Source: an optimization exercise on an open RTL-to-GDS flow (aim: small area). Production flows keep margins and buffers that such runs may drop. At most, simulation tests tie the RTL to the original design; equivalence was not proved.

==> 01-06 <==
==> flow/design.v (excerpt) <==
module fifo#(parameter DEPTH = 16,
             parameter WIDTH = 16)(
    input logic clk,
    input logic rst,
    input logic push_i,
    input logic [WIDTH-1:0] push_data_i,
    input logic pop_i,
    output logic [WIDTH-1:0] pop_data_i,
    output logic fifo_full,
    output logic fifo_empty);
==> module fifo, before the edit <==
module fifo#(parameter DEPTH = 16,
             parameter WIDTH = 16)(
    input logic clk,
    input logic rst,
    input logic push_i,
    input logic [WIDTH-1:0] push_data_i,
    input logic pop_i,
    output logic [WIDTH-1:0] pop_data_i,
    output logic fifo_full,
    output logic fifo_empty);
  logic [15:0][WIDTH-1:0] mem_queue, mem_next;
  logic [4:0] rd_ptr, wr_ptr, rd_next, wr_next;
  logic [15:0] we, keep, rsel;
  logic hold_out;
  logic [WIDTH-1:0] rdata;
  fifo_ctrl u_ctrl (
    .rst(rst), .push_i(push_i), .pop_i(pop_i),
    .rd_ptr(rd_ptr), .wr_ptr(wr_ptr),
    .rd_next(rd_next), .wr_next(wr_next),
    .we(we), .keep(keep), .rsel(rsel), .hold_out(hold_out),
    .fifo_full(fifo_full), .fifo_empty(fifo_empty));
  for (genvar w = 0; w < 16; w++) begin : g_word
    for (genvar b = 0; b < WIDTH; b++) begin : g_bit
      fifo_store_bit u_bit (
        .q(mem_queue[w][b]), .keep(keep[w]), .d(push_data_i[b]), .we(we[w]),
        .n(mem_next[w][b]));
    end
  end
  for (genvar b = 0; b < WIDTH; b++) begin : g_rd
    logic [15:0] col;
    for (genvar w = 0; w < 16; w++) begin : g_col
      assign col[w] = mem_queue[w][b];
    end
    fifo_read_bit u_rd (
      .m(col), .sel(rsel), .q(pop_data_i[b]), .hold(hold_out), .n(rdata[b]));
  end
  always_ff @(posedge clk) begin
    rd_ptr <= rd_next;
    wr_ptr <= wr_next;
    mem_queue <= mem_next;
    pop_data_i <= rdata;
  end
endmodule
==> module fifo_store_bit, before the edit <==
module fifo_store_bit (
    input logic q, keep, d, we,
    output logic n);
  assign n = (q & keep) | (d & we);
endmodule
==> module fifo_read_bit, before the edit <==
module fifo_read_bit (
    input logic [15:0] m,
    input logic [15:0] sel,
    input logic q, hold,
    output logic n);
  logic [5:0] t;
  for (genvar k = 0; k < 5; k++) begin : g_aoi
    fifo_aoi222 u_aoi (
      .a1(m[3*k]), .a2(sel[3*k]), .b1(m[3*k+1]), .b2(sel[3*k+1]),
      .c1(m[3*k+2]), .c2(sel[3*k+2]), .y(t[k]));
  end
  fifo_aoi22 u_aoi5 (.a1(m[15]), .a2(sel[15]), .b1(q), .b2(hold), .y(t[5]));
  assign n = ~(t[0] & t[1] & t[2]) | ~(t[3] & t[4] & t[5]);
endmodule
==> module fifo_aoi222, before the edit <==
module fifo_aoi222 (
    input logic a1, a2, b1, b2, c1, c2,
    output logic y);
  assign y = ~((a1 & a2) | (b1 & b2) | (c1 & c2));
endmodule
==> module fifo_aoi22, before the edit <==
module fifo_aoi22 (
    input logic a1, a2, b1, b2,
    output logic y);
  assign y = ~((a1 & a2) | (b1 & b2));
endmodule
==> module fifo_ctrl, before the edit <==
module fifo_ctrl (
    input logic rst, push_i, pop_i,
    input logic [4:0] rd_ptr, wr_ptr,
    output logic [4:0] rd_next, wr_next,
    output logic [15:0] we, keep, rsel,
    output logic hold_out,
    output logic fifo_full, fifo_empty);
  logic low_eq, push, pop;
  assign low_eq     = (rd_ptr[3:0] == wr_ptr[3:0]);
  assign fifo_full  = low_eq & (rd_ptr[4] ^ wr_ptr[4]);
  assign fifo_empty = low_eq & ~(rd_ptr[4] ^ wr_ptr[4]);
  assign push = push_i & ~rst;
  assign pop  = pop_i & ~rst;
  assign hold_out = ~pop;
  fifo_count u_wr (.rst(rst), .inc(push_i), .p(wr_ptr), .n(wr_next));
  fifo_count u_rd (.rst(rst), .inc(pop_i), .p(rd_ptr), .n(rd_next));
  logic [3:0] w_lo_we_n, w_hi_n, r_lo_n, r_hi_n;
  always_comb begin
    for (int j = 0; j < 4; j++) begin
      w_lo_we_n[j] = ~((wr_ptr[1:0] == j[1:0]) & push);
      w_hi_n[j]    = ~(wr_ptr[3:2] == j[1:0]);
      r_lo_n[j]    = ~((rd_ptr[1:0] == j[1:0]) & pop);
      r_hi_n[j]    = ~(rd_ptr[3:2] == j[1:0]);
    end
  end
  for (genvar w = 0; w < 16; w++) begin : g_sel
    fifo_nor2 u_we (.a(w_lo_we_n[w % 4]), .b(w_hi_n[w / 4]), .y(we[w]));
    fifo_inv u_keep (.a(we[w]), .y(keep[w]));
    fifo_nor2 u_rs (.a(r_lo_n[w % 4]), .b(r_hi_n[w / 4]), .y(rsel[w]));
  end
endmodule
==> module fifo_count, before the edit <==
module fifo_count (
    input logic rst, inc,
    input logic [4:0] p,
    output logic [4:0] n);
  assign n = rst ? 5'd0 : p + {4'd0, inc};
endmodule
==> module fifo_nor2, before the edit <==
module fifo_nor2 (
    input logic a, b,
    output logic y);
  assign y = ~(a | b);
endmodule
==> module fifo_inv, before the edit <==
module fifo_inv (
    input logic a,
    output logic y);
  assign y = ~a;
endmodule
export LEC_CHECK = 0
export CAP_MARGIN = 20
export CORE_MARGIN = 2
export CORE_UTILIZATION = 65
export SLEW_MARGIN = 20
export SYNTH_HIERARCHICAL = 1
create_clock -name core_clock -period 5.0 [get_ports {clk}]
standard.sh (not shown) runs the stock make flow with config.mk's settings and CLKGATE_MAP_FILE= SYNTH_SCRIPT=/design/flow/synth_recipe.tcl, a recipe that flattens the netlist after the stock synthesis.
==> flow/flow/run.sh <==
#!/bin/bash
set -e
here=$(pwd)
export BUFFER_PORTS_ARGS="-buffer_cell sky130_fd_sc_hd__buf_1"
export PRE_RESIZE_TCL="$here/flow/downsize.tcl"
export CTS_ARGS="-sink_clustering_enable -repair_clock_nets -dont_use_dummy_load -buf_list sky130_fd_sc_hd__clkbuf_8 -sink_clustering_size 20 -sink_clustering_max_diameter 60"
bash standard.sh > standard.log 2>&1
==> flow/flow/downsize.tcl <==
# Before placement repair: set every combinational cell to its smallest
# drive strength. repair_design (run right after this by ORFS) and the
# later timing repair size up only what slew, capacitance or timing need.
set db [ord::get_db]
set n 0
foreach inst [[ord::get_db_block] getInsts] {
  set m [$inst getMaster]
  set name [$m getName]
  if {[$m getType] ne "CORE"} { continue }
  if {![regexp {^(sky130_fd_sc_hd__[a-z0-9]+)_([0-9]+)$} $name -> base size]} { continue }
  if {$size <= 1} { continue }
  if {[regexp {^sky130_fd_sc_hd__(df|edf|sdf|dl|clk)} $name]} { continue }
  set small [$db findMaster ${base}_1]
  if {$small eq "NULL" || $small eq ""} { continue }
  if {[$small getWidth] >= [$m getWidth]} { continue }
  $inst swapMaster $small
  incr n
}
puts "downsize.tcl: $n cells set to drive strength 1"
==> 10-07: changes against 01-06 <==
==> flow/design.v (replaced) <==
module fifo#(parameter DEPTH = 16,
             parameter WIDTH = 16)(
    input logic clk,
    input logic rst,
    input logic push_i,
    input logic [WIDTH-1:0] push_data_i,
    input logic pop_i,
    output logic [WIDTH-1:0] pop_data_i,
    output logic fifo_full,
    output logic fifo_empty);
  localparam AW = $clog2(DEPTH);
  logic [DEPTH-1:0][WIDTH-1:0] mem_queue;
  logic [AW:0] rd_ptr, wr_ptr;
  logic low_eq;
  assign low_eq     = (rd_ptr[AW-1:0] == wr_ptr[AW-1:0]);
  assign fifo_full  = low_eq & (rd_ptr[AW] ^ wr_ptr[AW]);
  assign fifo_empty = low_eq & ~(rd_ptr[AW] ^ wr_ptr[AW]);
  logic push, pop;
  assign push = push_i & ~rst;
  assign pop  = pop_i & ~rst;
  always_ff @(posedge clk) begin
    if (rst) begin
      rd_ptr <= '0;
      wr_ptr <= '0;
    end else begin
      if (push_i) wr_ptr <= wr_ptr + 1'b1;
      if (pop_i)  rd_ptr <= rd_ptr + 1'b1;
    end
  end
  logic [DEPTH-1:0] wsel, we, keep;
  always_comb begin
    for (int w = 0; w < DEPTH; w++) begin
      wsel[w] = (wr_ptr[AW-1:0] == w[AW-1:0]);
      we[w]   = wsel[w] & push;
      keep[w] = ~wsel[w] | (fifo_full & ~push);
    end
  end
  always_ff @(posedge clk) begin
    for (int w = 0; w < DEPTH; w++)
      mem_queue[w] <= (mem_queue[w] & {WIDTH{keep[w]}}) |
                      (push_data_i & {WIDTH{we[w]}});
  end
  logic [DEPTH-1:0] rsel;
  logic [WIDTH-1:0] rdata;
  always_comb begin
    rdata = pop_data_i & {WIDTH{~pop}};
    for (int w = 0; w < DEPTH; w++) begin
      rsel[w] = (rd_ptr[AW-1:0] == w[AW-1:0]) & pop;
      rdata   = rdata | (mem_queue[w] & {WIDTH{rsel[w]}});
    end
  end
  always_ff @(posedge clk)
    pop_data_i <= rdata;
endmodule
==> flow/flow/run.sh (replaced) <==
#!/bin/bash
set -e
export BUFFER_PORTS_ARGS="-buffer_cell sky130_fd_sc_hd__buf_1"
export RECOVER_POWER=100
export CTS_ARGS="-sink_clustering_enable -repair_clock_nets -dont_use_dummy_load -buf_list sky130_fd_sc_hd__clkbuf_8 -sink_clustering_size 16 -sink_clustering_max_diameter 50"
bash standard.sh > standard.log 2>&1
Settings changed: SYNTH_HIERARCHICAL 1 to not set.
removed: flow/flow/downsize.tcl
==> results.ini <==
[layout]
seq_area_share_pct=54.74
drive_gt1_share_pct=3.542

[synth]
synth-adder-area-share_pct=0.5158

[run_status]
status=timing/DRC/antenna clean

[power]
power_leakage_nw=3.751
intPower_mw=3.018

[timing]
tightestPinTransition_ns=1.144

That was 01-06.
==> results.ini <==
[power]
intPower_mw=3.031

[job]
cap_violations=8

[critical_path]
r2r-start=rd_ptr[3]$_SDFFE_PP0P_

[synth]
synth-adder-area-share_pct=0.9272

[run_status]
violations=capacitance limit, slew limit
status=complete, but fails checks

[timing]
hold_violations=0
maxSlewViolCount=135
tightestPinTransition_ns=2.197

[grt]
met1_usage_pct=56.67

[layout]
drive_gt1_share_pct=6.353

That was 10-07.
Only the layout flow was run in 01-06; the RTL was not checked for function there.

## static timing again, ports no longer ideal
No port has a modelled driver above. Below, the same layouts with a new extraction and two added sets of constraints. Step 1 sets driving cells, clkbuf_16 on the clock port and buf_2 on the other inputs (assumed; they add their load-dependent delay and slew). Step 2 times the ports against the registers' clock, not the clock port: input delays grow and output delays shrink by t, the midpoint of the rising clock arrivals with the driver on. Three values: ideal, step 1, step 2; two values: the first two.
run	t, ns	slack for setup (ns)	worst setup path after step 2	clock arrival spread, ns
01-06	0.564	1.579 / 1.589 / 1.025	input to register	0.033 / 0.033
10-07	0.588	0.800 / 0.812 / 0.224	input to register	0.050 / 0.051
The setup slack of 10-07, which loses most, moves by +0.012 ns with the drivers and by -0.576 ns with both steps.
